Background: an optimization exercise with open tools, aiming at small area and a short achievable clock period. Do not read the settings as production practice. Only simulation tests tie the RTL to the original design; equivalence was not proved. The flow treats the clock pin as an ideal source. Dropping or thinning the clock tree relies on that and would not hold on a real chip. Power and IR drop assume default switching activity.

== before ==
==> flow/design.v <==
module rf_nand2 (input logic a, b, output logic y);
    assign y = ~(a & b);
endmodule
module rf_nand3 (input logic a, b, c, output logic y);
    assign y = ~(a & b & c);
endmodule
module rf_and3 (input logic a, b, c, output logic y);
    assign y = a & b & c;
endmodule
module rf_and4 (input logic a, b, c, d, output logic y);
    assign y = a & b & c & d;
endmodule
module rf_o21ai (input logic a1, a2, b1, output logic y);
    assign y = ~((a1 | a2) & b1);
endmodule
module rf_a222oi (input logic a1, a2, b1, b2, c1, c2, output logic y);
    assign y = ~((a1 & a2) | (b1 & b2) | (c1 & c2));
endmodule
module rf_rdbit (input logic [31 : 1] q, s, output logic y);
    logic [10 : 0] p;
    logic [2 : 0]  t;
    genvar g;
    generate
        for (g = 0; g < 10; g++) begin : grp
            rf_a222oi u (.a1(q[3*g+1]), .a2(s[3*g+1]), .b1(q[3*g+2]), .b2(s[3*g+2]),
                         .c1(q[3*g+3]), .c2(s[3*g+3]), .y(p[g]));
        end
    endgenerate
    rf_nand2 u31 (.a(q[31]), .b(s[31]), .y(p[10]));
    rf_and4  ua0 (.a(p[0]), .b(p[1]), .c(p[2]),  .d(p[3]), .y(t[0]));
    rf_and4  ua1 (.a(p[4]), .b(p[5]), .c(p[6]),  .d(p[7]), .y(t[1]));
    rf_and3  ua2 (.a(p[8]), .b(p[9]), .c(p[10]), .y(t[2]));
    rf_nand3 uo  (.a(t[0]), .b(t[1]), .c(t[2]), .y(y));
endmodule
module module_regfile (
    input logic            clk_i,  
    input logic            rst_i,  
    input logic            we3_i,  
    input logic   [4 : 0]  a1_i,   
    input logic   [4 : 0]  a2_i,   
    input logic   [4 : 0]  a3_i,   
    input logic   [31 : 0] wd3_i,  
    output logic  [31 : 0] rd1_o,  
    output logic  [31 : 0] rd2_o   
);
    logic [31 : 0] rf_r [1 : 31];
    logic [31 : 0] rf_d [1 : 31];
    logic [31 : 1] hold;
    logic [31 : 0] wdn;
    assign wdn = ~(wd3_i & {32{rst_i}});
    always_comb begin
        for (int i = 1; i < 32; i++)
            hold[i] = rst_i && !(we3_i && (a3_i == i[4:0]));
    end
    logic [31 : 1] s1, s2;
    always_comb begin
        for (int i = 1; i < 32; i++) begin
            s1[i] = (a1_i == i[4:0]);
            s2[i] = (a2_i == i[4:0]);
        end
    end
    genvar r, b;
    generate
        for (r = 1; r < 32; r++) begin : row
            for (b = 0; b < 32; b++) begin : col
                logic n;
                rf_nand2  un (.a(rf_r[r][b]), .b(hold[r]), .y(n));
                rf_o21ai  uo (.a1(wdn[b]), .a2(hold[r]), .b1(n), .y(rf_d[r][b]));
            end
        end
        for (b = 0; b < 32; b++) begin : rdcol
            logic [31 : 1] q;
            for (r = 1; r < 32; r++) begin : rq
                assign q[r] = rf_r[r][b];
            end
            rf_rdbit u1 (.q(q), .s(s1), .y(rd1_o[b]));
            rf_rdbit u2 (.q(q), .s(s2), .y(rd2_o[b]));
        end
    endgenerate
    always_ff @ (negedge clk_i) begin
        for (int i = 1; i < 32; i++)
            rf_r[i] <= rf_d[i];
    end
endmodule
==> flow/config.mk <==
export PLATFORM = sky130hd
export DESIGN_NAME = module_regfile
export DESIGN_NICKNAME = module_regfile
export VERILOG_FILES = /design/flow/design.v
export SDC_FILE = /design/flow/constraint.sdc
export NUM_CORES = 4
export LEC_CHECK = 0
export CAP_MARGIN = 20
export CORE_MARGIN = 2
export CORE_UTILIZATION = 55
export SLEW_MARGIN = 20
export SYNTH_HIERARCHICAL = 1
export SYNTH_MINIMUM_KEEP_SIZE = 0
==> flow/constraint.sdc <==
create_clock -name core_clock -period 12.0 [get_ports {clk_i}]
set_input_delay 2.4000 -clock core_clock [delete_from_list [all_inputs] [get_ports {clk_i}]]
set_output_delay 2.4000 -clock core_clock [all_outputs]
set_load 0.01 [all_outputs]
standard.sh (not shown) runs the stock make flow with config.mk's settings and CLKGATE_MAP_FILE= SYNTH_SCRIPT=/design/flow/synth_recipe.tcl, a recipe that flattens the netlist after the stock synthesis.
==> flow/flow/run.sh <==
#!/bin/bash
# The standard layout (standard.sh, all steps), with these changes:
# - clock tree: clock_tree.tcl builds it in place of TritonCTS (it is
#   sourced as the PRE_CTS hook and replaces clock_tree_synthesis). The clock
#   port drives 4 inv_16 roots, each root 16 clkbuf_8 leaves, each leaf a
#   cluster of about 15 nearby negative-edge registers. The clock inverter
#   that synthesis makes is not cloned next to every register.
# - right after the clock tree (see clock_tree.tcl): repair_timing downsizes
#   cells on paths with at least 1.75 ns of slack; then it works on the
#   paths from the inputs to the registers as if the inputs arrived 2 ns
#   later, and the constraint's input delay is put back; then it swaps
#   commutative pins on paths with less than 3 ns of slack.
# - global route (grt_hook.tcl, the PRE_GLOBAL_ROUTE hook): after the
#   standard repair_timing on global-route parasitics, the same input-path
#   repair (2 ns) and pin swaps (3 ns) again.
# - ports are buffered with buf_2 cells.
# The make output goes to standard.log; ORFS writes each step's log under
# orfs/logs.
set -euo pipefail
W=$PWD
bash standard.sh PRE_CTS_TCL=$W/flow/clock_tree.tcl \
  CTREE_LEAVES=64 CTREE_LEAF=sky130_fd_sc_hd__clkbuf_8 CTREE_ROOT=sky130_fd_sc_hd__inv_16 CTREE_ROOTS=4 \
  CTREE_RECOVER=1.75 CTREE_INPUT_MARGIN=2.0 CTREE_SWAP_MARGIN=3 \
  PRE_GLOBAL_ROUTE_TCL=$W/flow/grt_hook.tcl GRT_INPUT_MARGIN=2.0 GRT_SWAP_MARGIN=3 \
  "BUFFER_PORTS_ARGS=-buffer_cell sky130_fd_sc_hd__buf_2" \
  finish > $W/standard.log 2>&1
==> flow/flow/grt_hook.tcl <==
# PRE_GLOBAL_ROUTE hook: after the standard repair_timing on global-route
# parasitics, upsize on the paths from the inputs to the registers as if
# the inputs arrived GRT_INPUT_MARGIN ns later (the constraint's input delay
# is put back after), then swap commutative pins on the paths with less than
# GRT_SWAP_MARGIN ns of slack. The standard flow then legalizes and updates
# the global routes as it does after its own repair_timing.
rename repair_timing_helper grt_hook_repair_timing_helper
proc repair_timing_helper {args} {
  grt_hook_repair_timing_helper {*}$args
  set margin 0
  if {[info exists ::env(GRT_INPUT_MARGIN)]} { set margin $::env(GRT_INPUT_MARGIN) }
  if {$margin > 0} {
    set clk [lindex [all_clocks] 0]
    set delay [expr {0.2 * [get_property $clk period]}]
    set ins [delete_from_list [all_inputs] [get_ports clk_i]]
    set_input_delay [expr {$delay + $margin}] -clock $clk $ins
    puts "grt hook: repair_timing with input delay [expr {$delay + $margin}]"
    report_worst_slack -max
    repair_timing -setup -setup_margin 0 -skip_last_gasp
    report_worst_slack -max
    set_input_delay $delay -clock $clk $ins
  }
  set sm 0
  if {[info exists ::env(GRT_SWAP_MARGIN)]} { set sm $::env(GRT_SWAP_MARGIN) }
  if {$sm > 0} {
    repair_timing -setup -setup_margin $sm -sequence swap -skip_last_gasp
  }
  report_worst_slack -max
  report_design_area
}
Other scripts of this flow, unchanged in this note and not shown: flow/flow/clock_tree.tcl
Edits applied to the flow inputs when going from before to after:
diff --git a/flow/flow/run.sh b/flow/flow/run.sh
--- a/flow/flow/run.sh
+++ b/flow/flow/run.sh
@@ -12,5 +12,2 @@
 #   commutative pins on paths with less than 3 ns of slack.
-# - global route (grt_hook.tcl, the PRE_GLOBAL_ROUTE hook): after the
-#   standard repair_timing on global-route parasitics, the same input-path
-#   repair (2 ns) and pin swaps (3 ns) again.
 # - ports are buffered with buf_2 cells.
@@ -23,3 +20,2 @@
   CTREE_RECOVER=1.75 CTREE_INPUT_MARGIN=2.0 CTREE_SWAP_MARGIN=3 \
-  PRE_GLOBAL_ROUTE_TCL=$W/flow/grt_hook.tcl GRT_INPUT_MARGIN=2.0 GRT_SWAP_MARGIN=3 \
   "BUFFER_PORTS_ARGS=-buffer_cell sky130_fd_sc_hd__buf_2" \
removed: flow/flow/grt_hook.tcl
==> summary.txt <==
On number of flip-flops and latches in the synthesized netlist, after and before are neck and neck.
| clock share of power | after vs before | ≈ equal |
Net count reported at finish delta (before -> after): insignificant
Internal power summed over all cells: after vs before — no meaningful difference
The power of after and that of before are within noise of each other.
The setup slack of after is larger than that of before.
No run of this note takes its clock network from TritonCTS; it comes from the design's own scripts or RTL.
